This design comes from an exercise in tuning for small area and a short achievable clock period on the open sky130 flow, not from production work.
RTL that was checked went through simulation tests only; none was proved equivalent to the original.
The RTL of run 1 was laid out without a check of its function.
Power is estimated from default activity; no workload was simulated.

==> flow/design.v (outline; a module is shown in full before it is edited, if it fits) <==
// module regfile: 25 lines
// module alu_simple: 10 lines
// module mulpipe: 1530 lines
// module fa: 6 lines
// module ha: 6 lines
// module pipelined_4stage: 80 lines
module pipelined_4stage(clk, rst, imem_addr, imem_data, aluout);
  // ...
==> flow/flow/run.sh <==
#!/bin/bash
set -euo pipefail
export SETUP_SLACK_MARGIN=6.0
export BUFFER_PORTS_ARGS="-buffer_cell sky130_fd_sc_hd__buf_4"
bash standard.sh finish > flow_make.log 2>&1
==> flow/standard.sh <==
#!/bin/bash
# synth_recipe.tcl (not shown) runs the flow's synth.tcl, then flattens the netlist and writes it again
# the make line also repeats each setting of config.mk as NAME=value (left out here)
make -C /OpenROAD-flow-scripts/flow DESIGN_CONFIG=/design/flow/config.mk WORK_HOME=/design/flow/orfs CLKGATE_MAP_FILE= SYNTH_SCRIPT=/design/flow/synth_recipe.tcl "${@:-finish}"
==> flow/config.mk <==
export PLATFORM = sky130hd
export DESIGN_NAME = pipelined_4stage
export DESIGN_NICKNAME = pipelined_4stage
export VERILOG_FILES = /design/flow/design.v
export SDC_FILE = /design/flow/constraint.sdc
export NUM_CORES = 4
export LEC_CHECK = 0
export CAP_MARGIN = 20
export CORE_MARGIN = 2
export CORE_UTILIZATION = 55
export CTS_BUF_LIST = sky130_fd_sc_hd__clkbuf_4 sky130_fd_sc_hd__clkbuf_8
export SLEW_MARGIN = 20
export SYNTH_HIERARCHICAL = 1
export TNS_END_PERCENT = 0
==> flow/constraint.sdc <==
create_clock -name core_clock -period 10.0 [get_ports {clk}]
set_input_delay 2.0000 -clock core_clock [delete_from_list [all_inputs] [get_ports {clk}]]
set_output_delay 2.0000 -clock core_clock [all_outputs]
set_load 0.01 [all_outputs]
==> out/metrics.yaml, run 1 <==
hold_viol: 0
hp-class: "reg -> reg"
multi_input_area_share: 0.399
dieArea_um2: 125000
die_width_um: 353
grtUsageMet3: 0.116
top_register: "RF.R.r"
synthCells: 5262
rows: 128
worst-path-buf-inv: 2
largest_register_ffs: 1024
vdd_drop_max_mv: 0.192
critPathMaxStageDelay_ns: 0.88
endpoint: "id_a[28]$_DFF_P_"
final-clk-cell-share: 0.0583
ff2ff_setup_slack_ns: 6.03
comb_power_mw: 5.37
tritoncts: "yes"
p_int_mw: 11.0
synth_common_cells: "1035 x a22oi_1, 1024 x edfxtp_1, 605 x nand2_1"
grt-busiest-layer: "met2"
synthDistinctLibCells: 91
cts_sinks: 1277
grtUsageMet2: 0.624
fmax_mhz: 238
routed_via_density: 7.04
swShare: 0.355
status: "finished clean"
final-setup-viol-count: 0
drc: 0
end_kind: "flip-flop"
comb_power_share: 0.316
grt_antenna_before_repair: 15
worst_slack_ns: 5.80
clockBufferDepth: 3
crit_start: "imem_data[23]"
synth_fp_nets: 5835
clock_net_power_mw: 4.85
grt_pass1_wl_um: 356000
regArea_um2: 35800
fill_cells: 9594
place_congestion: 0.966
finalWirelength_um: 250000
post-cts-setup-buffer-count: 12
totalPowerFinal_mw: 17.0
==> module pipelined_4stage, before the edit <==
module pipelined_4stage(clk, rst, imem_addr, imem_data, aluout);
  input         clk;
  input         rst;
  output [4:0]  imem_addr;
  input  [31:0] imem_data;
  output [31:0] aluout;
  reg rst_q, rst_qq;
  always @(posedge clk) begin
    rst_q  <= rst;
    rst_qq <= rst_q;
  end
  wire kill = rst | rst_q | rst_qq;
  reg [4:0] pc;
  always @(posedge clk)
    if (rst) pc <= 5'd0;
    else     pc <= pc + 5'd1;
  assign imem_addr = pc;
  reg  [31:0] wb_res;
  reg  [4:0]  wb_wa;
  reg  [4:0]  ex_wa;
  wire       f_addi = (imem_data[31:26] == 6'b000110);
  wire [4:0] f_rs   = imem_data[25:21];
  wire [4:0] f_rt   = imem_data[20:16];
  wire [4:0] f_wa   = f_addi ? f_rt : imem_data[15:11];
  wire [31:0] f_imm = {{16{imem_data[15]}}, imem_data[15:0]};
  wire f_fa1 = (f_rs == wb_wa);
  wire f_fb1 = (f_rt == wb_wa) & ~f_addi;
  wire [4:0] f_wa2 = kill ? 5'd0 : ex_wa;
  wire f_fa2 = (f_rs == f_wa2);
  wire f_fb2 = (f_rt == f_wa2) & ~f_addi;
  reg [31:0] f_s1, f_s2;
  integer k;
  always @(*)
    for (k = 0; k < 32; k = k + 1) begin
      f_s1[k] = (f_rs == k) & (wb_wa != k);
      f_s2[k] = (f_rt == k) & (wb_wa != k) & ~f_addi;
    end
  wire [31:0] rf_a, rf_b;
  regfile RF (.clk(clk), .rst(rst), .waddr(wb_wa), .wdata(wb_res),
              .sel1(f_s1), .sel2(f_s2), .rdata1(rf_a), .rdata2(rf_b));
  wire [31:0] f_a = rf_a | ({32{f_fa1}} & wb_res);
  wire [31:0] f_b = rf_b | ({32{f_fb1}} & wb_res) | ({32{f_addi}} & f_imm);
  wire [31:0] x_wb;
  wire [2:0] f_op = imem_data[28:26];
  reg [31:0] id_a, id_b;
  reg        id_sub, id_add, id_and, id_xor, id_le, id_mul;
  reg [4:0]  id_wa;
  always @(posedge clk) begin
    id_a   <= f_fa2 ? x_wb : f_a;
    id_b   <= f_fb2 ? x_wb : f_b;
    id_sub <= (f_op == 3'd1) | (f_op == 3'd4);
    id_add <= (f_op == 3'd0) | (f_op == 3'd1) | (f_op == 3'd6);
    id_and <= (f_op == 3'd2);
    id_xor <= (f_op == 3'd3);
    id_le  <= (f_op == 3'd4);
    id_mul <= (f_op == 3'd5);
    id_wa  <= f_wa;
  end
  wire [31:0] d_a = id_a;
  wire [31:0] d_b = id_b;
  wire [31:0] d_alu;
  alu_simple AL (.a(d_a), .b(d_b), .sub(id_sub), .sel_add(id_add), .sel_and(id_and),
                 .sel_xor(id_xor), .sel_le(id_le), .y(d_alu));
  reg [31:0] ex_alu;
  reg        ex_mul;
  always @(posedge clk) begin
    ex_alu <= d_alu;
    ex_mul <= id_mul;
    ex_wa  <= id_wa;
  end
  wire [31:0] prod;
  mulpipe M (.clk(clk), .a(d_a), .b(d_b), .p(prod));
  wire [31:0] x_res = ex_mul ? prod : ex_alu;
  assign x_wb = kill ? 32'd0 : x_res;
  always @(posedge clk) begin
    wb_res <= x_wb;
    wb_wa  <= kill ? 5'd0 : ex_wa;
  end
  assign aluout = wb_res;
endmodule
==> run 2: changes to the inputs <==
--- a/flow/design.v
+++ b/flow/design.v
@@ -1609,14 +1609,14 @@
   integer k;
   always @(*)
     for (k = 0; k < 32; k = k + 1) begin
-      f_s1[k] = (f_rs == k) & (wb_wa != k);
-      f_s2[k] = (f_rt == k) & (wb_wa != k) & ~f_addi;
+      f_s1[k] = (f_rs == k);
+      f_s2[k] = (f_rt == k);
     end
   wire [31:0] rf_a, rf_b;
   regfile RF (.clk(clk), .rst(rst), .waddr(wb_wa), .wdata(wb_res),
               .sel1(f_s1), .sel2(f_s2), .rdata1(rf_a), .rdata2(rf_b));
-  wire [31:0] f_a = rf_a | ({32{f_fa1}} & wb_res);
-  wire [31:0] f_b = rf_b | ({32{f_fb1}} & wb_res) | ({32{f_addi}} & f_imm);
+  wire [31:0] f_a = f_fa1 ? wb_res : rf_a;
+  wire [31:0] f_b = f_addi ? f_imm : f_fb1 ? wb_res : rf_b;
   wire [31:0] x_wb;
   wire [2:0] f_op = imem_data[28:26];
   reg [31:0] id_a, id_b;
--- a/flow/config.mk
+++ b/flow/config.mk
@@ -7,8 +7,9 @@
 export LEC_CHECK = 0
 export CAP_MARGIN = 20
 export CORE_MARGIN = 2
-export CORE_UTILIZATION = 55
-export CTS_BUF_LIST = sky130_fd_sc_hd__clkbuf_4 sky130_fd_sc_hd__clkbuf_8
+export CORE_UTILIZATION = 65
+export CTS_CLUSTER_DIAMETER = 60
+export CTS_CLUSTER_SIZE = 24
 export SLEW_MARGIN = 20
 export SYNTH_HIERARCHICAL = 1
 export TNS_END_PERCENT = 0
==> run 2 against run 1 <==
Fmax about the same. Synthesized cell count up 0.46%. Register-to-register slack worse by 0.09 ns. Critical path depth unchanged. Largest cell class unchanged. Die area down 15%. Critical path type unchanged. Clock power down 8.2%. Via count up 2.9%. Sequential cell count unchanged. Worst hold slack worse by 0.0062 ns. Largest power group unchanged. Combinational power about the same.
==> out/metrics.yaml, run 2 <==
status: "finished clean"
cts_sinks: 1277  # unchanged
critPathLaunchType: "primary input"
synth_area_leader_cell: "edfxtp_1"
cts-hold-fix-buffers: 0
finalWirelength_um: 248000  # -0.98%
dr.pass1.iters: 8
routed_via_density: 7.65  # +8.7%
min_to: "ex_wa[4]$_DFF_P_"
synth_area_um2: 67000
synth_common_cells: "1036 x a22oi_1, 1024 x edfxtp_1, 612 x nand2_1"
h-tree-depth: 3
rr_worst_depth: 12
clockBufferDepth: 3  # unchanged
tns_ns: 0
place_congestion: 1.00  # +3.6%
grt_pass1_vias: 51200
r2r_end: "M.q[90]$_DFF_P_"
yosys_register_bits: 1277
cts-buffers-inserted: 103
tightest_slew_ns: 1.30
grt_antenna_before_repair: 18  # +3
synth.area.top_cells: "edfxtp_1 46%, fa_1 12%, a22oi_1 12%"
ios: 71
max-cap-violations: 0
worstSetupPathType: "in -> reg"
clk_latency_ns: 0.76
root_buffer: "clkbuf_16"
crit_fanout: 32
period_share: 0.421
end_kind: "flip-flop"
synthCells: 5286  # +0.46%
die_width_um: 325  # -7.9%
die_h_um: 325
fin_util: 0.729
dieArea_um2: 106000  # -15%
final_cell_area_um2: 74400
wire_per_inst_um: 36.7
final_cell_mix: "1035 x a22oi_1, 1024 x edfxtp_1, 608 x nand2_1, 407 x fa_1, 267 x nand4_1"
min_period_ns: 4.21
ys_async_sr_fraction: 0
avgSynthCellArea_um2: 12.7
worstHoldStart: "id_wa[4]$_DFF_P_"
worst_ep_required_time_ns: 10.61
syn_to_final_growth_pct: 11.0
top_register: "RF.R.r"
nets: 5864
grt_use_total: 0.460
yosysWarnings: 9
r2r_start: "id_a[14]$_DFF_P_"
reg_top3: "RF.R.r x1024, M.q x96"
io_buffers: 70
synth_ff_type: "edfxtp_1"
yosysMostFrequentCell: "a22oi_1"
placed_area_um2: 69500
p_per_area_nw_per_um2: 224
fill_cells: 6723  # -30%
drc: 0  # unchanged
yosysSeqAreaShare: 0.534
synthDistinctLibCells: 91  # unchanged
grt_max_degree: 49
fmax_mhz: 238  # about the same
tritoncts: "yes"
synth_edf_count: 1024
ff2ff_setup_slack_ns: 5.94  # -0.09 ns
slew-limit-headroom: 0.135
rows: 117  # -8.6%
start_util: 0.657
drt_iter0_markers: 8642
fin_skew_ns: 0.0464
rsz0062_at_grt: "true"
maxSlewViolCount: 0
coreArea_um2: 102000
postRouteAntennaNets: 0
vdd_drop_max_mv: 0.257  # +34%
vias: 51700
hold_viol: 0  # unchanged
grt_pass1_wl_um: 350000  # -1.7%
synth_top_area_frac: 0.459
drive_gt1_frac: 0.131
leakagePower_nw: 25.3
largest_register_ffs: 1024  # unchanged
totalPowerFinal_mw: 16.6  # -2.0%
hp-class: "reg -> reg"
dp_hpwl_um: 153000
synth_fp_nets: 5859  # +0.41%
overflow: 0
clkSlewWorstSetupHoldPaths_ns: 0.09
holdPathStages: 0
final-setup-viol-count: 0  # unchanged
crit_arrival_ns: 4.82
final_common_cell: "a22oi_1"
-- run 2: changes by cell type after synthesis, moves of 10 or more --
cell | previous run | this run
a21oi_1 | 93 | 79
a221oi_1 | 18 | 3
a31oi_1 | 5 | 21
and3_1 | 7 | 23
inv_1 | 133 | 123
mux2_1 | 24 | 49
mux2i_1 | 66 | 51
nand2_2 | 16 | 1
nor2_1 | 102 | 156
nor3_1 | 73 | 13
o21ai_0 | 40 | 51
o22ai_1 | 2 | 19
-- run 2: cell families after synthesis --
family,Yosys count,synth area share
AOI/OAI and AO/OA,1384,0.152
xor gates and xnor gates,165,0.0218
adders and majority gates,539,0.146
buffers and inverters,503,0.0319
DFF,1277,0.534
muxes,114,0.0182
and+or+nand+nor,1304,0.0955
-- run 2: repair_timing --
item,4_1_cts,5_1_grt
setup endpoints to repair,65,70
setup buffers,16,52
gates cloned,9,7
gates resized for setup,25,59
pin swaps,13,31
-- run 2: worst max-delay path, cell delays in order --
cell,delay (ns)
buf_4,0.21
nand2b_4,0.30
nor2_4,0.06
buf_4,0.32
a22oi_1,0.32
nand4_1,0.31
or4_4,0.64
mux2_1,0.32
mux2_1,0.30
-- run 2: report_power, final --
part           internal, mW  switching (mW)  leakage [nW]
Clock                  2.14            2.31          1.80
Combinational          2.04            3.34          10.7
Sequential             6.32           0.478          12.7
Total                  10.5            6.13          25.3
-- run 2: worst max-delay path by stage --
stage             startpoint                to  slack [ns]  cells after the start
6_report       imem_data[21]   id_a[5]$_DFF_P_        5.79                      9
2_1_floorplan  imem_data[23]   id_a[0]$_DFF_P_        5.95                      9
3_3_place_gp   imem_data[22]  id_a[11]$_DFF_P_        4.74                      8
4_1_cts        imem_data[23]  id_a[21]$_DFF_P_        5.89                      8
3_5_place_dp   imem_data[22]  id_a[11]$_DFF_P_        4.69                      8
5_1_grt        imem_data[22]  id_a[12]$_DFF_P_        5.88                     10
-- run 2: metal layers --
metal  track usage  vias up  part of all wire
li1              -    20300                 -
met1         0.569    25200              0.32
met2         0.681     4878              0.43
met3         0.184     1342              0.16
met4         0.284       19             0.083
met5             0        -           0.00053
-- run 2: area by class of cell --
class	count	area, um2	area share
multi-input combinational	3522	30200	0.406
timing repair buffer	264	2370	0.0319
antenna	8	20.0	0.000269
clock buffer	108	2620	0.0352
tap	1368	1710	0.0230
clock inverter	86	1130	0.0153
sequential	1277	35900	0.482
inverter	123	462	0.00621
-- run 2: Yosys stat by module, one instance, submodules excluded --
module            area [um2]  flops+latches
regfile                42200           1024
mulpipe                 7140             96
fa                      20.0              0
alu_simple              3160              0
pipelined_4stage        6390            157
-- run 2: stage by stage --
stage,instances,worst slack [ns],hold slack (ns)
6_report,6756,5.79,0.321
3_3_place_gp,6459,4.74,0.310
5_1_grt,6748,5.88,0.332
4_1_cts,6686,5.89,0.325
3_5_place_dp,6467,4.69,0.316
2_1_floorplan,5286,5.95,0.310
==> run 3: changes to the inputs <==
--- a/flow/config.mk
+++ b/flow/config.mk
@@ -7,7 +7,7 @@
 export LEC_CHECK = 0
 export CAP_MARGIN = 20
 export CORE_MARGIN = 2
-export CORE_UTILIZATION = 65
+export CORE_UTILIZATION = 55
 export CTS_CLUSTER_DIAMETER = 60
 export CTS_CLUSTER_SIZE = 24
 export SLEW_MARGIN = 20
==> run 3 against run 2 <==
Still clean. Clock-buffer cell count grew 10. Cell area grew 0.54%. Worst setup slack gained 0.027 ns. Global-route usage shrank 5.3 points. Highest routed layer unchanged.
==> out/metrics.yaml, run 3 <==
end_kind: "flip-flop"
overflow: 0  # unchanged
synth.area.top_cells: "edfxtp_1 46%, fa_1 12%, a22oi_1 12%"
drive_gt1_frac: 0.127  # -0.00411
critPathLaunchType: "primary input"
crit_start: "imem_data[21]"
grt_pass1_wl_um: 362000  # +3.4%
final-setup-viol-count: 0  # unchanged
r2r_start: "id_a[0]$_DFF_P_"
hp-class: "reg -> reg"
die_width_um: 353  # +8.6%
p_sw_mw: 6.16  # +0.47%
grt_antenna_before_repair: 15  # -3
avgSynthCellArea_um2: 12.7  # unchanged
status: "finished clean"
cts_sinks: 1277  # unchanged
comb_power_share: 0.327  # +0.003
cts-buffers-inserted: 109  # +5.8%
grt_max_degree: 64  # +31%
drc: 0  # unchanged
crit_arrival_ns: 4.82  # about the same
synth_fp_nets: 5859  # unchanged
tightest_slew_ns: 1.26  # -0.0390 ns
top_register: "RF.R.r"
rr_worst_depth: 12  # unchanged
yosysSeqAreaShare: 0.534  # unchanged
clockPowerShare: 0.276  # +0.008
nets: 5860  # -0.068%
coreArea_um2: 121000  # +19%
slew-limit-headroom: 0.160  # +0.0249
rows: 128  # +9.4%
tritoncts: "yes"
synth_ff_type: "edfxtp_1"
synth_top_area_frac: 0.459  # unchanged
clockBufferDepth: 3  # unchanged
sequentialPowerShare: 0.397  # -0.012
min_period_ns: 4.18  # -0.0273 ns
p_int_mw: 10.7  # +1.9%
grt_use_total: 0.408  # -0.0526
fill_cells: 9490  # +41%
leakagePower_nw: 25.4  # +0.42%
swShare: 0.365  # -0.00338
tns_ns: 0  # unchanged
worstSetupPathType: "in -> reg"
synth_common_cells: "1036 x a22oi_1, 1024 x edfxtp_1, 612 x nand2_1"
synthCells: 5286  # unchanged
yosysWarnings: 9  # unchanged
routed_via_density: 7.25  # -5.3%
die_h_um: 353  # +8.6%
ios: 71  # unchanged
rsz0062_at_grt: "true"
period_share: 0.418  # -0.00273
clk_latency_ns: 0.77  # about the same
final_cell_area_um2: 74800  # +0.54%
start_util: 0.552  # -0.105
worst_slack_ns: 5.82  # +0.0273 ns
dp_hpwl_um: 163000  # +6.4%
root_buffer: "clkbuf_16"
synth_area_leader_cell: "edfxtp_1"
max-cap-violations: 0  # unchanged
synth_edf_count: 1024  # unchanged
syn_to_final_growth_pct: 11.6
final_common_cell: "a22oi_1"
fin_skew_ns: 0.0719  # +0.0255 ns
maxSlewViolCount: 0  # unchanged
ff2ff_setup_slack_ns: 6.03  # +0.09 ns
worst_ep_required_time_ns: 10.64  # +0.03 ns
final_cell_mix: "1035 x a22oi_1, 1024 x edfxtp_1, 608 x nand2_1, 408 x fa_1, 267 x nand4_1"
ys_async_sr_fraction: 0  # unchanged
vdd_drop_max_mv: 0.192  # -25%
synthDistinctLibCells: 91  # unchanged
postRouteAntennaNets: 0  # unchanged
fmax_mhz: 239  # +0.65%
place_congestion: 0.956  # -4.5%
h-tree-depth: 3  # unchanged
crit_fanout: 32  # unchanged
p_per_area_nw_per_um2: 225  # +0.85%
finalWirelength_um: 258000  # +4.2%
vias: 50800  # -1.7%
yosysMostFrequentCell: "a22oi_1"
grt_pass1_vias: 50200  # -1.9%
yosys_register_bits: 1277  # unchanged
wire_per_inst_um: 36.8  # +0.41%
reg_top3: "RF.R.r x1024, M.q x96"
dieArea_um2: 125000  # +18%
endpoint: "id_a[6]$_DFF_P_"
totalPowerFinal_mw: 16.9  # +1.4%
io_buffers: 70  # unchanged
synth_area_um2: 67000  # unchanged
dr.pass1.iters: 8  # unchanged
pre_cts_ws_ns: 4.72  # +0.0242 ns
r2r_end: "M.q[90]$_DFF_P_"
clkSlewWorstSetupHoldPaths_ns: 0.07  # -0.02 ns
placed_area_um2: 70100  # +0.88%
drt_iter0_markers: 7272  # -16%
largest_register_ffs: 1024  # unchanged
fin_util: 0.616  # -0.113
hold_viol: 0  # unchanged
==> run 3: changes by cell type in the layout (fill, tap and decap cells not counted), moves of 4 or more <==
cell | previous run | this run
dfxtp_1 | 232 | 248
dfxtp_2 | 17 | 4
clkbuf_16 | 104 | 112
nor2_4 | 73 | 66
inv_16 | 6 | 0
a21o_2 | 13 | 8
a21o_4 | 1 | 6
buf_12 | 14 | 9
buf_16 | 7 | 12
bufinv_16 | 2 | 7
clkinv_2 | 3 | 7
inv_12 | 8 | 4
==> run 3: layout make-up <==
cell class              instances  area, um2  share of cell area
diodes                          6       15.0            0.000201
clock buffers                 118       2840              0.0379
clock inverters                87       1090              0.0146
inverters                     123        462             0.00617
multi-input cells            3512      30200               0.403
flip-flops and latches       1277      35800               0.479
well taps                    1625       2030              0.0272
repair buffers                264       2400              0.0321
==> run 3: per-stage QoR <==
| step | cells | hold WS (ns) |
|---|---|---|
| after floorplan | 5286 | 0.310 |
| after global placement | 6728 | 0.311 |
| after detailed placement | 6743 | 0.315 |
| after CTS | 6955 | 0.332 |
| after global routing | 7008 | 0.337 |
| final | 7012 | 0.331 |
==> run 3: per-layer routing <==
metal | track usage | vias to the layer above | part of all wire
met5 | 0 | - | 0.00018
met4 | 0.228 | 8 | 0.068
met3 | 0.131 | 984 | 0.13
met2 | 0.619 | 3920 | 0.44
met1 | 0.520 | 25600 | 0.36
li1 | - | 20300 | -
==> run 3: critical path: stages <==
cell and delay (ns):
buf_4 0.22, nand2b_4 0.27, buf_4 0.16, nor2_4 0.03
buf_4 0.32, a22oi_1 0.24, nand4_1 0.19, or4_1 0.72
mux2_1 0.36, mux2_1 0.29
==> run 3: timing repair <==
| item | CTS | global route |
|---|---|---|
| resized for setup | 18 | 45 |
| pin swaps | 4 | 17 |
| hold buffers | 0 | 0 |
| cloned | 4 | 2 |
| setup endpoints to repair | 385 | 129 |
| setup buffers | 3 | 48 |
==> run 3: cells by family after synthesis <==
logic type	synth area share
simple gates	0.0955
fa+ha+maj	0.146
mux	0.0182
buf+inv	0.0319
flops	0.534
xor+xnor	0.0218
compound gates	0.152
==> run 3: worst min-delay path by stage <==
stage                     startpoint          endpoint  slack, ns  cells after the start
finish              id_wa[2]$_DFF_P_  ex_wa[2]$_DFF_P_       0.33                      0
global route          id_mul$_DFF_P_    ex_mul$_DFF_P_       0.34                      0
CTS                 id_wa[3]$_DFF_P_  ex_wa[3]$_DFF_P_       0.33                      0
detailed placement  id_wa[3]$_DFF_P_  ex_wa[3]$_DFF_P_       0.31                      0
global placement    id_wa[4]$_DFF_P_  ex_wa[4]$_DFF_P_       0.31                      0
floorplan             id_mul$_DFF_P_    ex_mul$_DFF_P_       0.31                      0
==> run 3: power groups by stage <==
stage	registers [mW]	logic, mW	clock network (mW)
global route	6.75	5.97	4.87
floorplan	6.66	3.48	0
global placement	6.80	5.25	0
finish	6.71	5.52	4.65
CTS	6.69	5.35	4.68
detailed placement	6.81	5.30	0
==> run 3: Yosys stat by module, one instance, submodules excluded <==
module | cells | flops+latches | area [um2] | times used
mulpipe | 1119 | 96 | 7140 | 1
alu_simple | 420 | 0 | 3160 | 1
fa | 1 | 0 | 20.0 | 406
pipelined_4stage | 654 | 157 | 6390 | 1
regfile | 2687 | 1024 | 42200 | 1
==> run 4: changes to the inputs <==
--- a/flow/config.mk
+++ b/flow/config.mk
@@ -8,8 +8,8 @@
 export CAP_MARGIN = 20
 export CORE_MARGIN = 2
 export CORE_UTILIZATION = 55
-export CTS_CLUSTER_DIAMETER = 60
-export CTS_CLUSTER_SIZE = 24
+export CTS_CLUSTER_DIAMETER = 70
+export CTS_CLUSTER_SIZE = 32
 export SLEW_MARGIN = 20
 export SYNTH_HIERARCHICAL = 1
 export TNS_END_PERCENT = 0
==> run 4 against run 3 <==
Synthesized area unchanged. Die area is the same. Synthesized cell count stayed put. Clock skew shrank 0.010 ns. Wire length fell by 0.16%. Sequential share of layout area grew 0.40 points. Largest cell class unchanged.
==> out/metrics.yaml, run 4 <==
slew-limit-headroom: 0.163  # +0.00296
grt_pass1_vias: 49900  # -0.58%
grt_antenna_before_repair: 16  # +1
clkSlewWorstSetupHoldPaths_ns: 0.09  # +0.02 ns
cts-buffers-inserted: 88  # -19%
die_width_um: 353  # unchanged
reg_top3: "RF.R.r x1024, M.q x96"
nets: 5842  # -0.31%
crit_arrival_ns: 4.79  # -0.03 ns
vdd_drop_max_mv: 0.221  # +15%
synth.area.top_cells: "edfxtp_1 46%, fa_1 12%, a22oi_1 12%"
tns_ns: 0  # unchanged
die_h_um: 353  # unchanged
synth_area_um2: 67000  # unchanged
postRouteAntennaNets: 0  # unchanged
crit_fanout: 22  # -31%
drive_gt1_frac: 0.122  # -0.00546
syn_to_final_growth_pct: 10.7
synth_common_cells: "1036 x a22oi_1, 1024 x edfxtp_1, 612 x nand2_1"
hp-class: "reg -> reg"
overflow: 0  # unchanged
synth_top_area_frac: 0.459  # unchanged
synthCells: 5286  # unchanged
io_buffers: 70  # unchanged
place_congestion: 0.956  # unchanged
yosysMostFrequentCell: "a22oi_1"
avgSynthCellArea_um2: 12.7  # unchanged
cts-hold-fix-buffers: 0  # unchanged
root_buffer: "clkbuf_16"
clk_latency_ns: 0.76  # about the same
grt_use_total: 0.407  # -0.000791
largest_register_ffs: 1024  # unchanged
synthDistinctLibCells: 91  # unchanged
vias: 50600  # -0.48%
finalWirelength_um: 258000  # -0.16%
h-tree-depth: 3  # unchanged
drc: 0  # unchanged
synth_ff_type: "edfxtp_1"
worst_ep_required_time_ns: 10.67  # +0.03 ns
yosysWarnings: 9  # unchanged
leakagePower_nw: 25.1  # -1.2%
tightest_slew_ns: 1.25  # -0.00444 ns
grt_max_degree: 64  # unchanged
synth_fp_nets: 5859  # unchanged
critPathLaunchType: "primary input"
fmax_mhz: 243  # +1.5%
clockBufferDepth: 3  # unchanged
yosys_register_bits: 1277  # unchanged
top_register: "RF.R.r"
final-setup-viol-count: 0  # unchanged
hold_viol: 0  # unchanged
routed_via_density: 7.26  # +0.11%
dr.pass1.iters: 8  # unchanged
final_cell_mix: "1036 x a22oi_1, 1024 x edfxtp_1, 607 x nand2_1, 408 x fa_1, 267 x nand4_1"
synth_edf_count: 1024  # unchanged
max-cap-violations: 0  # unchanged
p_per_area_nw_per_um2: 220  # -2.3%
ys_async_sr_fraction: 0  # unchanged
synth_area_leader_cell: "edfxtp_1"
fin_skew_ns: 0.0616  # -0.0103 ns
cts_sinks: 1277  # unchanged
maxSlewViolCount: 0  # unchanged
grt_pass1_wl_um: 360000  # -0.30%
drt_iter0_markers: 7388  # +1.6%
end_kind: "flip-flop"
tritoncts: "yes"
dieArea_um2: 125000  # unchanged
yosysSeqAreaShare: 0.534  # unchanged
period_share: 0.412  # -0.00618
coreArea_um2: 121000  # unchanged
dp_hpwl_um: 163000  # unchanged
worstSetupPathType: "in -> reg"
whs_ns: 0.335  # +0.00362 ns
rows: 128  # unchanged
rsz0062_at_grt: "true"
ios: 71  # unchanged
status: "finished clean"
wire_per_inst_um: 37.0  # +0.43%
start_util: 0.552  # unchanged
final_common_cell: "a22oi_1"
min_period_ns: 4.12  # -0.0618 ns
run 4: cell counts after synthesis:
No cell type changed its count.
run 4: final timing paths:
kind                                    endpoint  cells past startpoint  slack (ns)        startpoint
worst min register to register  ex_wa[2]$_DFF_P_                      0        0.33  id_wa[2]$_DFF_P_
worst max-delay path            id_b[13]$_DFF_P_                     10        5.88     imem_data[18]
worst min-delay path            ex_wa[2]$_DFF_P_                      0        0.33  id_wa[2]$_DFF_P_
worst max register to register   M.q[90]$_DFF_P_                     12        5.99   id_a[0]$_DFF_P_
run 4: final cells by class:
type	instances	area, um2
tap	1625	2030
clock inverter	70	1030
timing repair buffer	265	2400
sequential	1277	35800
inverter	123	462
antenna	3	7.51
multi-input combinational	3514	30200
fill	9506	47200
clock buffer	94	2280
run 4: per-module statistics from Yosys (local to each module, per instance):
module	flip-flops and latches	times used	area [um2]	cells inside
pipelined_4stage	157	1	6390	654
mulpipe	96	1	7140	1119
alu_simple	0	1	3160	420
fa	0	406	20.0	1
regfile	1024	1	42200	2687
run 4: cells by family (layout without fill, tap and decap cells):
kind of cell | Yosys count | count (layout) | share of synthesized area
compound gates | 1384 | 1384 | 0.152
xor+xnor | 165 | 165 | 0.0218
mux | 114 | 114 | 0.0182
fa+ha+maj | 539 | 539 | 0.146
flops | 1277 | 1277 | 0.534
other cells | 0 | 3 | 0
buf+inv | 503 | 552 | 0.0319
simple gates | 1304 | 1312 | 0.0955
run 4: critical path, cell delays in order:
cell	delay, ns
buf_4	0.27
or3b_4	0.53
nor2_4	0.39
buf_4	0.52
a22oi_1	0.18
nand4_1	0.14
or4_1	0.28
o21ai_0	0.14
a21oi_1	0.15
mux2_1	0.15
run 4: per-layer routing:
metal / GRT usage / vias up / wire length, um
met2: 0.616 / 4004 / 113000
met4: 0.231 / 10 / 18700
met1: 0.515 / 25300 / 90300
met5: 0 / - / 63
met3: 0.136 / 1038 / 35200
li1: - / 20200 / -
run 4: where the power goes:
group / switching [mW] / internal [mW]
Sequential: 0.389 / 6.31
Clock: 2.27 / 1.88
Combinational: 3.47 / 2.02
Total: 6.14 / 10.2
run 4: through the flow:
stage	power (mW)	instances	worst slack [ns]	cell area, um2	utilization
finish	16.4	6971	5.88	74200	0.611
global route	17.1	6969	5.85	74200	0.611
global placement	12.1	6728	4.73	69700	0.574
detailed placement	12.1	6743	4.72	70100	0.577
floorplan	10.1	5286	5.95	67000	-
CTS	16.2	6917	5.87	73500	0.606
run 4: what timing repair did:
item,4_1_cts,5_1_grt
cloned,4,4
pin swaps,4,16
setup buffers,6,46
gates resized for setup,18,42
endpoints found under the setup margin,417,167
==> module regfile, before the edit <==
module regfile (clk, rst, waddr, wdata, sel1, sel2, rdata1, rdata2);
  input         clk, rst;
  input  [4:0]  waddr;
  input  [31:0] wdata;
  input  [31:0] sel1, sel2;
  output [31:0] rdata1, rdata2;
  wire [31:0] t1 [0:32];
  wire [31:0] t2 [0:32];
  assign t1[0] = 32'd0;
  assign t2[0] = 32'd0;
  genvar g;
  generate
    for (g = 0; g < 32; g = g + 1) begin : R
      reg [31:0] r;
      wire        we = rst | (waddr == g);
      wire [31:0] d  = rst ? ((g == 3) ? 32'd2 : (g == 8) ? 32'd5 : 32'd0) : wdata;
      always @(posedge clk)
        if (we) r <= d;
      assign t1[g + 1] = t1[g] | ({32{sel1[g]}} & r);
      assign t2[g + 1] = t2[g] | ({32{sel2[g]}} & r);
    end
  endgenerate
  assign rdata1 = t1[32];
  assign rdata2 = t2[32];
endmodule
==> run 5: changes to the inputs <==
--- a/flow/design.v
+++ b/flow/design.v
@@ -1,13 +1,11 @@
-module regfile (clk, rst, waddr, wdata, sel1, sel2, rdata1, rdata2);
-  input         clk, rst;
-  input  [4:0]  waddr;
-  input  [31:0] wdata;
-  input  [31:0] sel1, sel2;
-  output [31:0] rdata1, rdata2;
-  wire [31:0] t1 [0:32];
-  wire [31:0] t2 [0:32];
-  assign t1[0] = 32'd0;
-  assign t2[0] = 32'd0;
+module regfile (clk, rst, waddr, wdata, sel1, sel2, rn1, rn2);
+  input          clk, rst;
+  input  [4:0]   waddr;
+  input  [31:0]  wdata;
+  input  [31:0]  sel1, sel2;
+  output [127:0] rn1, rn2;
+  wire [31:0] t1 [1:32];
+  wire [31:0] t2 [1:32];
   genvar g;
   generate
     for (g = 0; g < 32; g = g + 1) begin : R
@@ -16,12 +14,19 @@
       wire [31:0] d  = rst ? ((g == 3) ? 32'd2 : (g == 8) ? 32'd5 : 32'd0) : wdata;
       always @(posedge clk)
         if (we) r <= d;
-      assign t1[g + 1] = t1[g] | ({32{sel1[g]}} & r);
-      assign t2[g + 1] = t2[g] | ({32{sel2[g]}} & r);
+      if (g % 8 == 0) begin : first
+        assign t1[g + 1] = {32{sel1[g]}} & r;
+        assign t2[g + 1] = {32{sel2[g]}} & r;
+      end else begin : next
+        assign t1[g + 1] = t1[g] | ({32{sel1[g]}} & r);
+        assign t2[g + 1] = t2[g] | ({32{sel2[g]}} & r);
+      end
+    end
+    for (g = 0; g < 4; g = g + 1) begin : P
+      assign rn1[32 * g +: 32] = ~t1[8 * g + 8];
+      assign rn2[32 * g +: 32] = ~t2[8 * g + 8];
     end
   endgenerate
-  assign rdata1 = t1[32];
-  assign rdata2 = t2[32];
 endmodule
 module alu_simple (a, b, sub, sel_add, sel_and, sel_xor, sel_le, y);
   input  [31:0] a, b;
@@ -1601,30 +1606,34 @@
   wire [4:0] f_wa   = f_addi ? f_rt : imem_data[15:11];
   wire [31:0] f_imm = {{16{imem_data[15]}}, imem_data[15:0]};
   wire f_fa1 = (f_rs == wb_wa);
-  wire f_fb1 = (f_rt == wb_wa) & ~f_addi;
-  wire [4:0] f_wa2 = kill ? 5'd0 : ex_wa;
+  wire f_fb1 = (f_rt == wb_wa);
+  wire [4:0] f_wa2 = (rst_q | rst_qq) ? 5'd0 : ex_wa;
   wire f_fa2 = (f_rs == f_wa2);
-  wire f_fb2 = (f_rt == f_wa2) & ~f_addi;
+  wire f_fb2 = (f_rt == f_wa2);
   reg [31:0] f_s1, f_s2;
   integer k;
   always @(*)
     for (k = 0; k < 32; k = k + 1) begin
-      f_s1[k] = (f_rs == k);
-      f_s2[k] = (f_rt == k);
+      f_s1[k] = (f_rs == k) & (wb_wa != k) & (f_wa2 != k);
+      f_s2[k] = (f_rt == k) & (wb_wa != k) & (f_wa2 != k);
     end
-  wire [31:0] rf_a, rf_b;
+  wire [127:0] rn_a, rn_b;
   regfile RF (.clk(clk), .rst(rst), .waddr(wb_wa), .wdata(wb_res),
-              .sel1(f_s1), .sel2(f_s2), .rdata1(rf_a), .rdata2(rf_b));
-  wire [31:0] f_a = f_fa1 ? wb_res : rf_a;
-  wire [31:0] f_b = f_addi ? f_imm : f_fb1 ? wb_res : rf_b;
+              .sel1(f_s1), .sel2(f_s2), .rn1(rn_a), .rn2(rn_b));
+  wire [31:0] rf_a = ~(rn_a[31:0] & rn_a[63:32] & rn_a[95:64] & rn_a[127:96]);
+  wire [31:0] rf_b = ~(rn_b[31:0] & rn_b[63:32] & rn_b[95:64] & rn_b[127:96]);
+  wire f_xa = f_fa2;
+  wire f_wba = f_fa1 & ~f_fa2;
+  wire f_xb = f_fb2 & ~f_addi;
+  wire f_wbb = f_fb1 & ~f_fb2 & ~f_addi;
   wire [31:0] x_wb;
   wire [2:0] f_op = imem_data[28:26];
   reg [31:0] id_a, id_b;
   reg        id_sub, id_add, id_and, id_xor, id_le, id_mul;
   reg [4:0]  id_wa;
   always @(posedge clk) begin
-    id_a   <= f_fa2 ? x_wb : f_a;
-    id_b   <= f_fb2 ? x_wb : f_b;
+    id_a   <= rf_a | ({32{f_wba}} & wb_res) | ({32{f_xa}} & x_wb);
+    id_b   <= ({32{~f_addi}} & rf_b) | ({32{f_wbb}} & wb_res) | ({32{f_xb}} & x_wb) | ({32{f_addi}} & f_imm);
     id_sub <= (f_op == 3'd1) | (f_op == 3'd4);
     id_add <= (f_op == 3'd0) | (f_op == 3'd1) | (f_op == 3'd6);
     id_and <= (f_op == 3'd2);
--- a/flow/config.mk
+++ b/flow/config.mk
@@ -12,4 +12,4 @@
 export CTS_CLUSTER_SIZE = 32
 export SLEW_MARGIN = 20
 export SYNTH_HIERARCHICAL = 1
-export TNS_END_PERCENT = 0
+export TNS_END_PERCENT = 10
==> run 5 against run 4 <==
Still clean. Sequential share of layout area up 0.50 points. Sequential cell count unchanged. Die area up 0.56%. Worst setup slack better by 0.12 ns. First-iteration DRC count down 3.8%. Critical endpoint is now id_b[29]$_DFF_P_. Largest power group unchanged. Highest routed layer unchanged.
==> out/metrics.yaml, run 5 <==
postRouteAntennaNets: 0  # unchanged
top_register: "RF.R.r"
reg_top3: "RF.R.r x1024, M.q x96"
pre_cts_ws_ns: 5.21  # +0.494 ns
slew-limit-headroom: 0.217  # +0.0540
synth_top_family_by_area: "compound AO/OA/AOI/OAI gates"
clkSlewWorstSetupHoldPaths_ns: 0.10  # about the same
ios: 71  # unchanged
ys_async_sr_fraction: 0  # unchanged
vdd_drop_max_mv: 0.239  # +8.0%
overflow: 0  # unchanged
rows: 128  # unchanged
post-cts-setup-buffer-count: 0  # -6
final_common_cell: "a22oi_1"
drc: 0  # unchanged
routed_via_density: 7.25  # about the same
place_congestion: 0.959  # +0.38%
crit_fanout: 4  # -82%
r2r_end: "id_b[29]$_DFF_P_"
ff2ff_setup_slack_ns: 6.00  # about the same
critPathLaunchType: "flip-flop"
fmax_mhz: 250  # +2.9%
largest_register_ffs: 1024  # unchanged
crit_arrival_ns: 4.70  # -0.09 ns
placed_area_um2: 70000  # about the same
worstHoldStart: "id_wa[1]$_DFF_P_"
vias: 49700  # -1.7%
r2r_start: "M.q[39]$_DFF_P_"
yosysWarnings: 9  # unchanged
synth_compound_area_frac: 0.158  # +0.00613
cts_sinks: 1277  # unchanged
dr.pass1.iters: 9  # +1
yosysMostFrequentCell: "a22oi_1"
clk_latency_ns: 0.75  # about the same
grt_pass1_wl_um: 352000  # -2.3%
end_kind: "flip-flop"
cts-buffers-inserted: 86  # -2.3%
grt_max_degree: 53  # -17%
totalPowerFinal_mw: 16.3  # -0.43%
synthDistinctLibCells: 90  # -1.1%
synth_top_area_frac: 0.456  # -0.00261
dp_cells: 6698  # -0.67%
worst_ep_required_time_ns: 10.69  # +0.02 ns
p_per_area_nw_per_um2: 222  # +0.60%
synth_ff_type: "edfxtp_1"
finalWirelength_um: 247000  # -4.1%
final-setup-viol-count: 0  # unchanged
yosysSeqAreaShare: 0.531  # -0.00303
start_util: 0.554  # +0.00169
wire_per_inst_um: 36.0  # -2.6%
min_period_ns: 4.00  # -0.116 ns
synth_area_um2: 67400  # +0.57%
cts-hold-fix-buffers: 0  # unchanged
synthSimpleGateAreaFrac: 0.106  # +0.0105
rr_worst_depth: 16  # +4
synthCells: 5224  # -1.2%
die_width_um: 354  # +0.28%
syn_to_final_growth_pct: 8.93
hp-class: "reg -> reg"
synth_common_cells: "1040 x a22oi_1, 1024 x edfxtp_1, 584 x nand2_1"
dieArea_um2: 125000  # +0.56%
root_buffer: "clkbuf_16"
synth_mux_area_frac: 0.00620  # -0.0120
tightest_slew_ns: 1.17  # -0.0781 ns
fin_skew_ns: 0.0518  # -0.00978 ns
grt_use_total: 0.391  # -0.0155
period_share: 0.400  # -0.0116
leakagePower_nw: 22.9  # -8.5%
nets: 5735  # -1.8%
max-cap-violations: 0  # unchanged
tritoncts: "yes"
worstSetupPathType: "reg -> reg"
synth.area.top_cells: "edfxtp_1 46%, fa_1 12%, a22oi_1 12%"
die_h_um: 354  # +0.28%
final_cell_mix: "1040 x a22oi_1, 1024 x edfxtp_1, 584 x nand2_1, 408 x fa_1, 287 x and4_1"
rsz0062_at_grt: "true"
yosys_register_bits: 1277  # unchanged
status: "finished clean"
holdPathStages: 0  # unchanged
synth_fp_nets: 5797  # -1.1%
avgSynthCellArea_um2: 12.9  # +1.8%
hold_viol: 0  # unchanged
tns_ns: 0  # unchanged
maxSlewViolCount: 0  # unchanged
grt_antenna_before_repair: 10  # -6
h-tree-depth: 3  # unchanged
synth_edf_count: 1024  # unchanged
drt_iter0_markers: 7104  # -3.8%
synthXorXnorAreaFrac: 0.0213  # -0.000458
io_buffers: 70  # unchanged
stdcell_count: 6860  # -1.6%
clockBufferDepth: 3  # unchanged
drive_gt1_frac: 0.108  # -0.0135
grt_pass1_vias: 49700  # -0.50%
synth-adder-area-share: 0.145  # -0.000831
final_cell_area_um2: 73400  # -1.0%
min_to: "ex_wa[1]$_DFF_P_"
synth_area_leader_cell: "edfxtp_1"
worst_slack_ns: 6.00  # +0.116 ns
dp_hpwl_um: 152000  # -6.7%
coreArea_um2: 122000  # +0.26%
## run 5: layout make-up
class                   count  area (um2)
fillers                  9558       48300
diodes                      2        5.00
multi-input cells        3473       30200
clock inverters            66        1090
well taps                1625        2030
inverters                  93         349
flip-flops and latches   1277       35800
clock buffers              93        2230
repair buffers            231        1740
## run 5: worst max path at each step
stage	from	end	slack (ns)
floorplan	imem_data[20]	id_b[10]$_DFF_P_	5.99
global placement	imem_data[26]	id_b[31]$_DFF_P_	5.28
detailed placement	imem_data[26]	id_b[31]$_DFF_P_	5.21
CTS	imem_data[26]	id_b[31]$_DFF_P_	6.01
global route	id_b[12]$_DFF_P_	M.q[90]$_DFF_P_	5.94
finish	M.q[39]$_DFF_P_	id_b[29]$_DFF_P_	6.00
## run 5: what timing repair did
action                     in CTS  in global routing
hold endpoints to repair        0                  0
setup endpoints to repair       0                 40
gates resized for setup         0                  6
## run 5: cell families after synthesis
kind of cell,count (synthesis)
fa+ha+maj,539
compound gates,1425
xor+xnor,164
mux,41
simple gates,1304
flops,1277
buf+inv,474
## run 5: per-stage QoR
stage                util  hold slack [ns]
finish              0.603            0.339
global route        0.603            0.339
CTS                 0.603            0.336
detailed placement  0.575            0.313
global placement    0.575            0.312
floorplan               -            0.310
## run 5: routing by layer
metal,global-route usage,vias up,routed length [um]
li1,-,20000,-
met1,0.507,25300,89600
met2,0.601,3581,111000
met3,0.121,805,33200
met4,0.191,6,13700
met5,0,-,35
## run 5: critical path, cell delays in order (launching register included)
cell	delay (ns)
dfxtp_1	0.33
fa_1	0.53
inv_1	0.05
ha_1	0.28
ha_1	0.35
inv_1	0.08
nor2_1	0.12
o211ai_1	0.09
a21oi_1	0.46
a2111oi_4	0.14
nor3_2	0.24
a221oi_2	0.06
and2b_1	0.17
xnor2_1	0.38
mux2i_1	0.15
nor2_1	0.30
a221o_1	0.21
## run 5: power by group
group	internal (mW)	switching [mW]
clock network	1.87	2.25
logic	2.01	3.41
registers	6.32	0.412
## run 5: modules after synthesis (local to each module, per instance)
module            cell area, um2  flip-flops and latches  cells inside  times used
pipelined_4stage            6740                     157           695           1
fa                          20.0                       0             1         406
alu_simple                  3160                       0           425           1
regfile                    42500                    1024          2623           1
mulpipe                     6910                      96          1075           1
==> run 6: changes to the inputs <==
--- a/flow/config.mk
+++ b/flow/config.mk
@@ -7,9 +7,9 @@
 export LEC_CHECK = 0
 export CAP_MARGIN = 20
 export CORE_MARGIN = 2
-export CORE_UTILIZATION = 55
+export CORE_UTILIZATION = 62
 export CTS_CLUSTER_DIAMETER = 70
 export CTS_CLUSTER_SIZE = 32
 export SLEW_MARGIN = 20
 export SYNTH_HIERARCHICAL = 1
-export TNS_END_PERCENT = 10
+export TNS_END_PERCENT = 0
==> run 6 against run 5 <==
Still clean. Register-to-register slack improved by 0.04 ns. Die area decreased by 11%. First-iteration DRC count decreased by 1.5%. Clock skew decreased by 0.0070 ns. Synthesized area unchanged. Via count about the same. Total power decreased by 2.5%.
==> out/metrics.yaml, run 6 <==
status: "finished clean"
synth_common_cells: "1040 x a22oi_1, 1024 x edfxtp_1, 584 x nand2_1"
final-setup-viol-count: 0  # unchanged
leakagePower_nw: 22.7  # -1.1%
synth_ff_type: "edfxtp_1"
reg_top3: "RF.R.r x1024, M.q x96"
sequentialPowerShare: 0.427  # +0.013
synth.area.top_cells: "edfxtp_1 46%, fa_1 12%, a22oi_1 12%"
clkSlewWorstSetupHoldPaths_ns: 0.10  # about the same
holdPathStages: 0  # unchanged
vdd_drop_max_mv: 0.202  # -15%
worstHoldStart: "id_wa[4]$_DFF_P_"
ff2ff_setup_slack_ns: 6.04  # +0.04 ns
min_period_ns: 4.00  # -0.00382 ns
grt_antenna_before_repair: 11  # +1
dieArea_um2: 111000  # -11%
crit_arrival_ns: 4.64  # -0.06 ns
wl_met3_um: 34500  # +3.9%
hold_viol: 0  # unchanged
synth_edf_count: 1024  # unchanged
rsz0062_at_grt: "true"
synthDistinctLibCells: 90  # unchanged
routed_via_density: 7.53  # +3.9%
max-cap-violations: 0  # unchanged
cts_sinks: 1277  # unchanged
coreArea_um2: 108000  # -12%
worstSetupPathType: "in -> reg"
synth_area_um2: 67400  # unchanged
maxSlewViolCount: 0  # unchanged
start_util: 0.627  # +0.0732
min_to: "ex_wa[4]$_DFF_P_"
overflow: 0  # unchanged
tns_ns: 0  # unchanged
grt_pass1_wl_um: 337000  # -4.3%
worst_ep_required_time_ns: 10.64  # -0.05 ns
dr.pass1.iters: 7  # -2
yosys_register_bits: 1277  # unchanged
dp_hpwl_um: 147000  # -3.7%
whs_ns: 0.335  # -0.00373 ns
wl_met2_um: 105000  # -4.7%
grt_use_total: 0.421  # +0.0292
postRouteAntennaNets: 0  # unchanged
swShare: 0.371  # -0.00241
synth_fp_nets: 5797  # unchanged
tritoncts: "yes"
vias: 49700  # -0.014%
clockBufferDepth: 3  # unchanged
yosysMostFrequentCell: "a22oi_1"
p_sw_mw: 5.88  # -3.1%
rr_worst_depth: 11  # -5
io_buffers: 70  # unchanged
syn_to_final_growth_pct: 7.81
yosysSeqAreaShare: 0.531  # unchanged
clockPowerShare: 0.241  # -0.012
comb_power_share: 0.332  # about the same
nets: 5710  # -0.44%
fmax_mhz: 250  # about the same
final_cell_mix: "1040 x a22oi_1, 1024 x edfxtp_1, 584 x nand2_1, 408 x fa_1, 287 x and4_1"
slew-limit-headroom: 0.211  # -0.00587
place_congestion: 0.982  # +2.4%
drive_gt1_frac: 0.101  # -0.00676
drt_iter0_markers: 7000  # -1.5%
drc: 0  # unchanged
wire_per_inst_um: 35.6  # -1.1%
synth_top_area_frac: 0.456  # unchanged
die_h_um: 334  # -5.7%
clk_latency_ns: 0.71  # -0.04 ns
rows: 120  # -6.3%
r2r_start: "id_a[18]$_DFF_P_"
grt_max_degree: 62  # +17%
critPathLaunchType: "primary input"
crit_fanout: 32  # +28
top_layer_used: "met5"
largest_register_ffs: 1024  # unchanged
top_register: "RF.R.r"
cts-buffers-inserted: 73  # -15%
avgSynthCellArea_um2: 12.9  # unchanged
finalWirelength_um: 235000  # -4.9%
wl_met1_um: 81200  # -9.4%
hp-class: "reg -> reg"
end_kind: "flip-flop"
p_int_mw: 9.99  # -2.1%
synth_area_leader_cell: "edfxtp_1"
ios: 71  # unchanged
final_common_cell: "a22oi_1"
grt_pass1_vias: 49400  # -0.60%
cts-hold-fix-buffers: 0  # unchanged
synthCells: 5224  # unchanged
h-tree-depth: 3  # unchanged
root_buffer: "clkbuf_16"
ys_async_sr_fraction: 0  # unchanged
tightest_slew_ns: 1.18  # +0.00719 ns
p_per_area_nw_per_um2: 218  # -1.5%
fin_skew_ns: 0.0448  # -0.00702 ns
r2r_end: "M.q[90]$_DFF_P_"
yosysWarnings: 9  # unchanged
period_share: 0.400  # about the same
die_width_um: 334  # -5.7%
## run 6: cell count changes in the layout (fill, tap and decap cells not counted), moves of 2 or more
cell,delta
buf_4,-12
clkbuf_1,-3
nor2b_2,-5
inv_8,+6
clkinv_4,-2
nor2b_1,+4
clkbuf_16,-13
bufinv_16,+3
inv_6,-3
clkinv_8,-3
inv_12,-5
## run 6: final cells by class
class	count	area, um2
diodes	1	2.50
clock buffers	75	1880
clock inverters	60	1090
fillers	7722	34800
inverters	93	349
multi-input cells	3473	30100
flip-flops and latches	1277	35800
well taps	1403	1760
repair buffers	219	1650
## run 6: logic make-up after synthesis
logic type | count (synthesis) | share of synthesized area
xor+xnor | 164 | 0.0213
flops | 1277 | 0.531
buf+inv | 474 | 0.0316
simple gates | 1304 | 0.106
compound gates | 1425 | 0.158
mux | 41 | 0.00620
fa+ha+maj | 539 | 0.145
## run 6: Yosys stat by module, one instance, submodules excluded
module | flip-flops and latches | area (um2) | times used
regfile | 1024 | 42500 | 1
pipelined_4stage | 157 | 6740 | 1
mulpipe | 96 | 6910 | 1
fa | 0 | 20.0 | 406
alu_simple | 0 | 3160 | 1
## run 6: through the flow
stage	total power, mW	area [um2]	setup slack, ns	instances	utilization
floorplan	10.1	67400	5.99	5224	-
global placement	11.9	69600	5.43	6464	0.648
detailed placement	12.0	69700	5.42	6465	0.648
CTS	15.8	72600	6.07	6600	0.676
global route	16.5	72700	5.87	6600	0.676
finish	15.9	72700	6.00	6601	0.676
## run 6: worst max path at each step
| stage | from | depth (start not counted) | end | slack, ns |
|---|---|---|---|---|
| after floorplan | imem_data[20] | 9 | id_b[10]$_DFF_P_ | 5.99 |
| after global placement | imem_data[18] | 9 | id_b[12]$_DFF_P_ | 5.43 |
| after detailed placement | imem_data[18] | 9 | id_b[12]$_DFF_P_ | 5.42 |
| after CTS | M.q[24]$_DFF_P_ | 15 | id_b[19]$_DFF_P_ | 6.07 |
| after global routing | M.q[51]$_DFF_P_ | 16 | id_a[30]$_DFF_P_ | 5.87 |
| final | imem_data[18] | 9 | id_b[12]$_DFF_P_ | 6.00 |
## run 6: worst max-delay path, cell delays in order
cell     delay [ns]
buf_4          0.17
or3_1          0.51
nor4b_4        0.29
buf_4          0.51
a22oi_1        0.18
and4_1         0.24
and4_1         0.19
a21oi_1        0.33
a221o_1        0.17
## run 6: power groups by stage
stage	logic, mW	registers (mW)	clock network [mW]
finish	5.27	6.77	3.83
global route	5.69	6.82	4.03
CTS	5.17	6.76	3.84
detailed placement	5.11	6.87	0
global placement	5.05	6.86	0
floorplan	3.42	6.67	0
## run 6: repair_timing
| item | 4_1_cts | 5_1_grt |
|---|---|---|
| resized for setup | 1 | 1 |
| buffers inserted | 0 | 0 |
| setup endpoints to repair | 2 | 10 |
| gates cloned | 0 | 0 |
## run 6: layer usage
layer	up-vias	GRT usage
li1	20000	-
met1	24800	0.544
met2	3993	0.649
met3	932	0.131
met4	8	0.205
met5	-	0.000434
==> run 7: changes to the inputs <==
--- a/flow/config.mk
+++ b/flow/config.mk
@@ -7,9 +7,10 @@
 export LEC_CHECK = 0
 export CAP_MARGIN = 20
 export CORE_MARGIN = 2
-export CORE_UTILIZATION = 62
+export CORE_UTILIZATION = 55
 export CTS_CLUSTER_DIAMETER = 70
 export CTS_CLUSTER_SIZE = 32
+export PLACE_DENSITY = 0.75
 export SLEW_MARGIN = 20
 export SYNTH_HIERARCHICAL = 1
 export TNS_END_PERCENT = 0
==> run 7 against run 6 <==
Cell area increased by 0.42%. Worst hold slack got worse by 0.0021 ns. Sequential power about the same. Still clean on timing, DRC and antenna. Critical path depth increased by 5. Via count increased by 3.7%. Sequential cell count unchanged. Global-route usage decreased by 3.5 points. Final cell count increased by 3.9%.
==> out/metrics.yaml, run 7 <==
pre_cts_ws_ns: 5.17  # -0.257 ns
synth_area_um2: 67400  # unchanged
final_cell_mix: "1040 x a22oi_1, 1024 x edfxtp_1, 584 x nand2_1, 408 x fa_1, 287 x and4_1"
worstSetupPathType: "reg -> reg"
clk_latency_ns: 0.75  # +0.04 ns
synth_compound_area_frac: 0.158  # unchanged
holdPathStages: 0  # unchanged
leakagePower_nw: 22.8  # +0.36%
yosys_register_bits: 1277  # unchanged
die_width_um: 354  # +6.1%
dp_hpwl_um: 148000  # +1.2%
post-cts-setup-buffer-count: 0  # unchanged
worst-path-buf-inv: 1  # -1
avgSynthCellArea_um2: 12.9  # unchanged
fin_skew_ns: 0.0735  # +0.0287 ns
synth.area.top_cells: "edfxtp_1 46%, fa_1 12%, a22oi_1 12%"
grt_use_total: 0.386  # -0.0348
worst_ep_required_time_ns: 10.64  # about the same
finalWirelength_um: 244000  # +3.7%
regArea_um2: 35800  # about the same
rows: 128  # +6.7%
tritoncts: "yes"
nets: 5740  # +0.53%
hold_viol: 0  # unchanged
drt_iter0_markers: 7838  # +12%
fmax_mhz: 242  # -3.3%
synth_top_family_by_area: "compound AO/OA/AOI/OAI gates"
synthXorXnorAreaFrac: 0.0213  # unchanged
final_common_cell: "a22oi_1"
routed_via_density: 7.52  # -0.20%
synth_fp_nets: 5797  # unchanged
grt_pass1_wl_um: 349000  # +3.6%
synthCells: 5224  # unchanged
cts-hold-fix-buffers: 0  # unchanged
cts_sinks: 1277  # unchanged
wire_per_inst_um: 35.6  # -0.12%
synth_area_leader_cell: "edfxtp_1"
syn_to_final_growth_pct: 8.26
cp_common_cell: "a21o_1"
fill_cells: 9263  # +20%
critPathLaunchType: "flip-flop"
max-cap-violations: 0  # unchanged
grt_antenna_before_repair: 9  # -2
synth_edf_count: 1024  # unchanged
rsz0062_at_grt: "true"
cts-buffers-inserted: 74  # +1.4%
slew-limit-headroom: 0.211  # unchanged
ff2ff_setup_slack_ns: 5.87  # -0.17 ns
cp_slowest_cell: "a211oi_1"
crit_fanout: 5  # -84%
largest_register_ffs: 1024  # unchanged
worst_slack_ns: 5.87  # -0.136 ns
ios: 71  # unchanged
yosysMostFrequentCell: "a22oi_1"
synth_ff_type: "edfxtp_1"
synthDistinctLibCells: 90  # unchanged
postRouteAntennaNets: 0  # unchanged
synth_top_area_frac: 0.456  # unchanged
dr.pass1.iters: 9  # +2
synth_mux_area_frac: 0.00620  # unchanged
worstPathCellList: "inv_1 > ha_1 > ha_1 > a21o_1 > a21o_1 > a21o_1 > a211oi_1 > o21ai_1 > o21ai_0 > o21ai_0 > xor2_1 > mux2i_2 > nor2_1 > a221o_1"
grt_pass1_vias: 52000  # +5.3%
place_congestion: 0.970  # -1.2%
vdd_drop_max_mv: 0.287  # +42%
final-setup-viol-count: 0  # unchanged
yosysSeqAreaShare: 0.531  # unchanged
critPathMaxStageDelay_ns: 0.50  # about the same
crit_cells: 14  # +5
tightest_slew_ns: 1.18  # -0.000000119 ns
clockBufferDepth: 3  # unchanged
yosysWarnings: 9  # unchanged
ys_async_sr_fraction: 0  # unchanged
multiInputGateArea_um2: 30100  # about the same
period_share: 0.413  # +0.0136
hp-class: "reg -> reg"
start_util: 0.554  # -0.0732
drive_gt1_frac: 0.106  # +0.00422
overflow: 0  # unchanged
clkSlewWorstSetupHoldPaths_ns: 0.12  # +0.02 ns
status: "finished clean"
io_buffers: 70  # unchanged
maxSlewViolCount: 0  # unchanged
whs_ns: 0.333  # -0.00206 ns
h-tree-depth: 3  # unchanged
vias: 51600  # +3.7%
p_per_area_nw_per_um2: 216  # -1.2%
die_h_um: 354  # +6.1%
end_kind: "flip-flop"
tns_ns: 0  # unchanged
synthSimpleGateAreaFrac: 0.106  # unchanged
critical-path-top-delay-family: "compound AO/OA/AOI/OAI gates"
grt_max_degree: 63  # +1.6%
rr_worst_depth: 14  # +3
dieArea_um2: 125000  # +13%
reg_top3: "RF.R.r x1024, M.q x96"
synth_common_cells: "1040 x a22oi_1, 1024 x edfxtp_1, 584 x nand2_1"
top_register: "RF.R.r"
drc: 0  # unchanged
min_period_ns: 4.13  # +0.136 ns
synth-adder-area-share: 0.145  # unchanged
coreArea_um2: 122000  # +13%
crit_arrival_ns: 4.78  # +0.14 ns
root_buffer: "clkbuf_16"
## run 7: cell count changes in the layout (fill, tap and decap cells not counted), sizes merged
cell and change:
buf +29, clkinv -10, inv +5, clkbuf +4
diode +4, clkinvlp +1
## run 7: per-layer routing
metal / track usage / vias to the layer above / part of all wire / routed length (um)
li1: - / 20000 / - / -
met1: 0.462 / 25100 / 0.32 / 77600
met2: 0.574 / 4974 / 0.43 / 105000
met3: 0.145 / 1436 / 0.16 / 39200
met4: 0.278 / 12 / 0.091 / 22200
met5: 0.000377 / - / 0.00031 / 76
## run 7: path summary, 6_finish.rpt
path	end	start
min reg2reg	ex_mul$_DFF_P_	id_mul$_DFF_P_
max	id_a[26]$_DFF_P_	M.q[21]$_DFF_P_
min	ex_mul$_DFF_P_	id_mul$_DFF_P_
max reg2reg	id_a[26]$_DFF_P_	M.q[21]$_DFF_P_
## run 7: through the flow
step / cells / power [mW] / util / instance area [um2]
2_1_floorplan: 5224 / 10.1 / - / 67400
3_3_place_gp: 6713 / 11.8 / 0.576 / 70100
3_5_place_dp: 6714 / 11.9 / 0.576 / 70100
4_1_cts: 6849 / 15.5 / 0.599 / 72900
5_1_grt: 6851 / 16.4 / 0.600 / 73000
6_report: 6856 / 15.8 / 0.600 / 73000
## run 7: cell families (layout without fill, tap and decap cells)
| logic type | after synthesis | count (layout) |
|---|---|---|
| other | 0 | 5 |
| XOR/XNOR | 164 | 164 |
| flip-flops | 1277 | 1277 |
| buffers and inverters | 474 | 476 |
| AO/OA/AOI/OAI | 1425 | 1425 |
| AND/OR/NAND/NOR | 1304 | 1304 |
| multiplexers | 41 | 41 |
| adder cells (fa/ha/maj) | 539 | 539 |
## run 7: final cells by class
cell class	count	area share
clock buffer	79	0.0259
sequential	1277	0.491
tap	1625	0.0279
multi-input combinational	3473	0.413
clock inverter	56	0.0118
timing repair buffer	248	0.0257
antenna	5	0.000171
inverter	93	0.00478
## run 7: worst reg2reg max path: cells and delay by family (launching register included)
| kind | cells | cell delay, ns |
|---|---|---|
| AO/OA/AOI/OAI | 8 | 2.30 |
| XOR/XNOR | 1 | 0.18 |
| adder cells (fa/ha/maj) | 2 | 0.63 |
| buffers and inverters | 1 | 0.04 |
| flip-flops | 1 | 0.31 |
| multiplexers | 1 | 0.49 |
| AND/OR/NAND/NOR | 1 | 0.17 |
## run 7: what timing repair did
action | in CTS | in global routing
pin swaps | 0 | 1
resized for setup | 3 | 15
endpoints found under the setup margin | 41 | 86
endpoints found under the hold margin | 0 | 0
## run 7: modules after synthesis, one instance, submodules excluded
module            cells inside  cell area [um2]  copies in the design
regfile                   2623            42500                     1
mulpipe                   1075             6910                     1
pipelined_4stage           695             6740                     1
alu_simple                 425             3160                     1
fa                           1             20.0                   406
## run 7: power by group
part	internal (mW)	switching [mW]	leakage [nW]
Sequential	6.32	0.438	12.7
Clock	1.65	2.03	1.32
Combinational	2.01	3.30	8.72
==> run 8: changes to the inputs <==
--- a/flow/config.mk
+++ b/flow/config.mk
@@ -10,7 +10,6 @@
 export CORE_UTILIZATION = 55
 export CTS_CLUSTER_DIAMETER = 70
 export CTS_CLUSTER_SIZE = 32
-export PLACE_DENSITY = 0.75
 export SLEW_MARGIN = 20
 export SYNTH_HIERARCHICAL = 1
 export TNS_END_PERCENT = 0
==> run 8 against run 7 <==
Still clean on timing, DRC and antenna. Clock power grew 12%. Die area is the same. Clock-buffer cell count grew 14. Total power increased by 3.4%. Critical endpoint is now id_b[29]$_DFF_P_. Largest cell class unchanged. Largest power group unchanged.
==> out/metrics.yaml, run 8 <==
root_buffer: "clkbuf_16"
drive_gt1_frac: 0.108  # +0.00234
routed_via_density: 7.22  # -3.9%
p_per_area_nw_per_um2: 222  # +2.7%
cts-hold-fix-buffers: 0  # unchanged
largest_register_ffs: 1024  # unchanged
ys_async_sr_fraction: 0  # unchanged
h-tree-depth: 3  # unchanged
worstSetupPathType: "reg -> reg"
p_sw_mw: 6.08  # +5.4%
swShare: 0.373  # +0.00715
critPathLaunchType: "flip-flop"
end_kind: "flip-flop"
rsz0062_at_grt: "true"
maxSlewViolCount: 0  # unchanged
cts_sinks: 1277  # unchanged
clk_latency_ns: 0.75  # about the same
final-setup-viol-count: 0  # unchanged
start_util: 0.554  # unchanged
vias: 49600  # -3.9%
period_share: 0.399  # -0.0140
place_congestion: 0.959  # -1.1%
coreArea_um2: 122000  # unchanged
top_register: "RF.R.r"
ios: 71  # unchanged
clockPowerShare: 0.253  # +0.019
synth_fp_nets: 5797  # unchanged
p_int_mw: 10.2  # +2.2%
final_common_cell: "a22oi_1"
synthDistinctLibCells: 90  # unchanged
dieArea_um2: 125000  # unchanged
final_cell_mix: "1040 x a22oi_1, 1024 x edfxtp_1, 584 x nand2_1, 408 x fa_1, 287 x and4_1"
grt_pass1_vias: 49700  # -4.4%
wire_per_inst_um: 36.0  # +1.3%
tritoncts: "yes"
tns_ns: 0  # unchanged
yosysWarnings: 9  # unchanged
syn_to_final_growth_pct: 8.92
finalWirelength_um: 247000  # +1.4%
reg_top3: "RF.R.r x1024, M.q x96"
hold_viol: 0  # unchanged
clockBufferDepth: 3  # unchanged
grt_antenna_before_repair: 10  # +1
max-cap-violations: 0  # unchanged
fin_skew_ns: 0.0528  # -0.0207 ns
whs_ns: 0.337  # +0.00419 ns
synth_common_cells: "1040 x a22oi_1, 1024 x edfxtp_1, 584 x nand2_1"
yosys_register_bits: 1277  # unchanged
postRouteAntennaNets: 0  # unchanged
io_buffers: 70  # unchanged
fmax_mhz: 250  # +3.5%
dr.pass1.iters: 7  # -2
synth_area_leader_cell: "edfxtp_1"
comb_power_share: 0.333  # -0.004
vdd_drop_max_mv: 0.239  # -17%
overflow: 0  # unchanged
cts-buffers-inserted: 86  # +16%
synth_area_um2: 67400  # unchanged
leakagePower_nw: 22.9  # +0.73%
hp-class: "reg -> reg"
synth_top_area_frac: 0.456  # unchanged
rr_worst_depth: 16  # +2
yosysSeqAreaShare: 0.531  # unchanged
post-cts-setup-buffer-count: 0  # unchanged
rows: 128  # unchanged
synthCells: 5224  # unchanged
sequentialPowerShare: 0.414  # -0.015
die_width_um: 354  # unchanged
status: "finished clean"
dp_hpwl_um: 152000  # +2.7%
synth_ff_type: "edfxtp_1"
avgSynthCellArea_um2: 12.9  # unchanged
min_period_ns: 3.99  # -0.140 ns
drt_iter0_markers: 6988  # -11%
crit_fanout: 4  # -1
nets: 5735  # -0.087%
yosysMostFrequentCell: "a22oi_1"
drc: 0  # unchanged
clkSlewWorstSetupHoldPaths_ns: 0.10  # -0.02 ns
synth_edf_count: 1024  # unchanged
grt_use_total: 0.391  # +0.00556
synth.area.top_cells: "edfxtp_1 46%, fa_1 12%, a22oi_1 12%"
slew-limit-headroom: 0.208  # -0.00362
die_h_um: 354  # unchanged
fin_util: 0.603  # +0.00367
tightest_slew_ns: 1.19  # +0.00705 ns
grt_pass1_wl_um: 352000  # +0.83%
crit_arrival_ns: 4.68  # -0.10 ns
grt_max_degree: 53  # -16%
holdPathStages: 0  # unchanged
worst_ep_required_time_ns: 10.69  # +0.05 ns
## run 8: cell count changes in the layout (fill, tap and decap cells not counted), sizes merged
cell,change
buf,-17
bufinv,-3
clkbuf,+14
clkinv,+16
clkinvlp,-1
diode,-3
inv,-2
## run 8: worst max-delay path, cell delays in order (launching register included)
cell and delay [ns]:
dfxtp_1 0.33, fa_1 0.53, inv_1 0.05, ha_1 0.28, ha_1 0.35, inv_1 0.08, nor2_1 0.12, o211ai_1 0.09
a21oi_1 0.45, a2111oi_4 0.14, nor3_2 0.24, a221oi_2 0.06, and2b_1 0.18, xnor2_1 0.38, mux2i_1 0.15, nor2_1 0.30
a221o_1 0.21
## run 8: cell type report
type / count / area (um2)
Timing Repair Buffer: 231 / 1740
Fill cell: 9556 / 48300
Clock buffer: 93 / 2230
Antenna cell: 2 / 5.00
Clock inverter: 66 / 1090
Tap cell: 1625 / 2030
Multi-Input combinational cell: 3473 / 30200
Inverter: 93 / 349
Sequential cell: 1277 / 35800
## run 8: power by group through the flow
| stage | Combinational, mW | Clock (mW) | Sequential (mW) |
|---|---|---|---|
| 2_1_floorplan | 3.42 | 0 | 6.67 |
| 3_3_place_gp | 5.21 | 0 | 6.83 |
| 3_5_place_dp | 5.25 | 0 | 6.85 |
| 4_1_cts | 5.30 | 4.15 | 6.72 |
| 5_1_grt | 5.83 | 4.35 | 6.78 |
| 6_report | 5.43 | 4.12 | 6.74 |
## run 8: kinds of logic (layout without fill, tap and decap cells)
logic type	Yosys count	in the layout	synth area share
AOI/OAI and AO/OA	1425	1425	0.158
and+or+nand+nor	1304	1304	0.106
DFF	1277	1277	0.531
adders and majority gates	539	539	0.145
buffers and inverters	474	483	0.0316
xor gates and xnor gates	164	164	0.0213
muxes	41	41	0.00620
other	0	2	0
## run 8: worst paths after layout
path,startpoint,slack (ns),to
setup / recovery,M.q[39]$_DFF_P_,6.01,id_b[29]$_DFF_P_
hold / removal,id_wa[3]$_DFF_P_,0.34,ex_wa[3]$_DFF_P_
setup reg to reg,M.q[39]$_DFF_P_,6.01,id_b[29]$_DFF_P_
hold reg to reg,id_wa[3]$_DFF_P_,0.34,ex_wa[3]$_DFF_P_
## run 8: metrics by stage
| step | setup slack (ns) | std cells | power [mW] | area [um2] |
|---|---|---|---|---|
| 2_1_floorplan | 5.99 | 5224 | 10.1 | 67400 |
| 3_3_place_gp | 5.28 | 6698 | 12.0 | 70000 |
| 3_5_place_dp | 5.21 | 6698 | 12.1 | 70000 |
| 4_1_cts | 6.01 | 6857 | 16.2 | 73400 |
| 5_1_grt | 5.94 | 6858 | 17.0 | 73400 |
| 6_report | 6.01 | 6860 | 16.3 | 73400 |
## run 8: routing by layer
metal	GRT usage	vias to the layer above	wire length, um
met4	0.191	6	13800
li1	-	20000	-
met2	0.601	3663	110000
met3	0.121	790	34000
met5	0	-	41
met1	0.507	25100	89100
## run 8: per-module statistics from Yosys (local to each module, per instance)
module,flops+latches,area (um2),times used
fa,0,20.0,406
pipelined_4stage,157,6740,1
regfile,1024,42500,1
mulpipe,96,6910,1
alu_simple,0,3160,1
## run 8: what timing repair did
action,CTS,global route
setup endpoints to repair,0,40
resized for setup,0,5
endpoints found under the hold margin,0,0
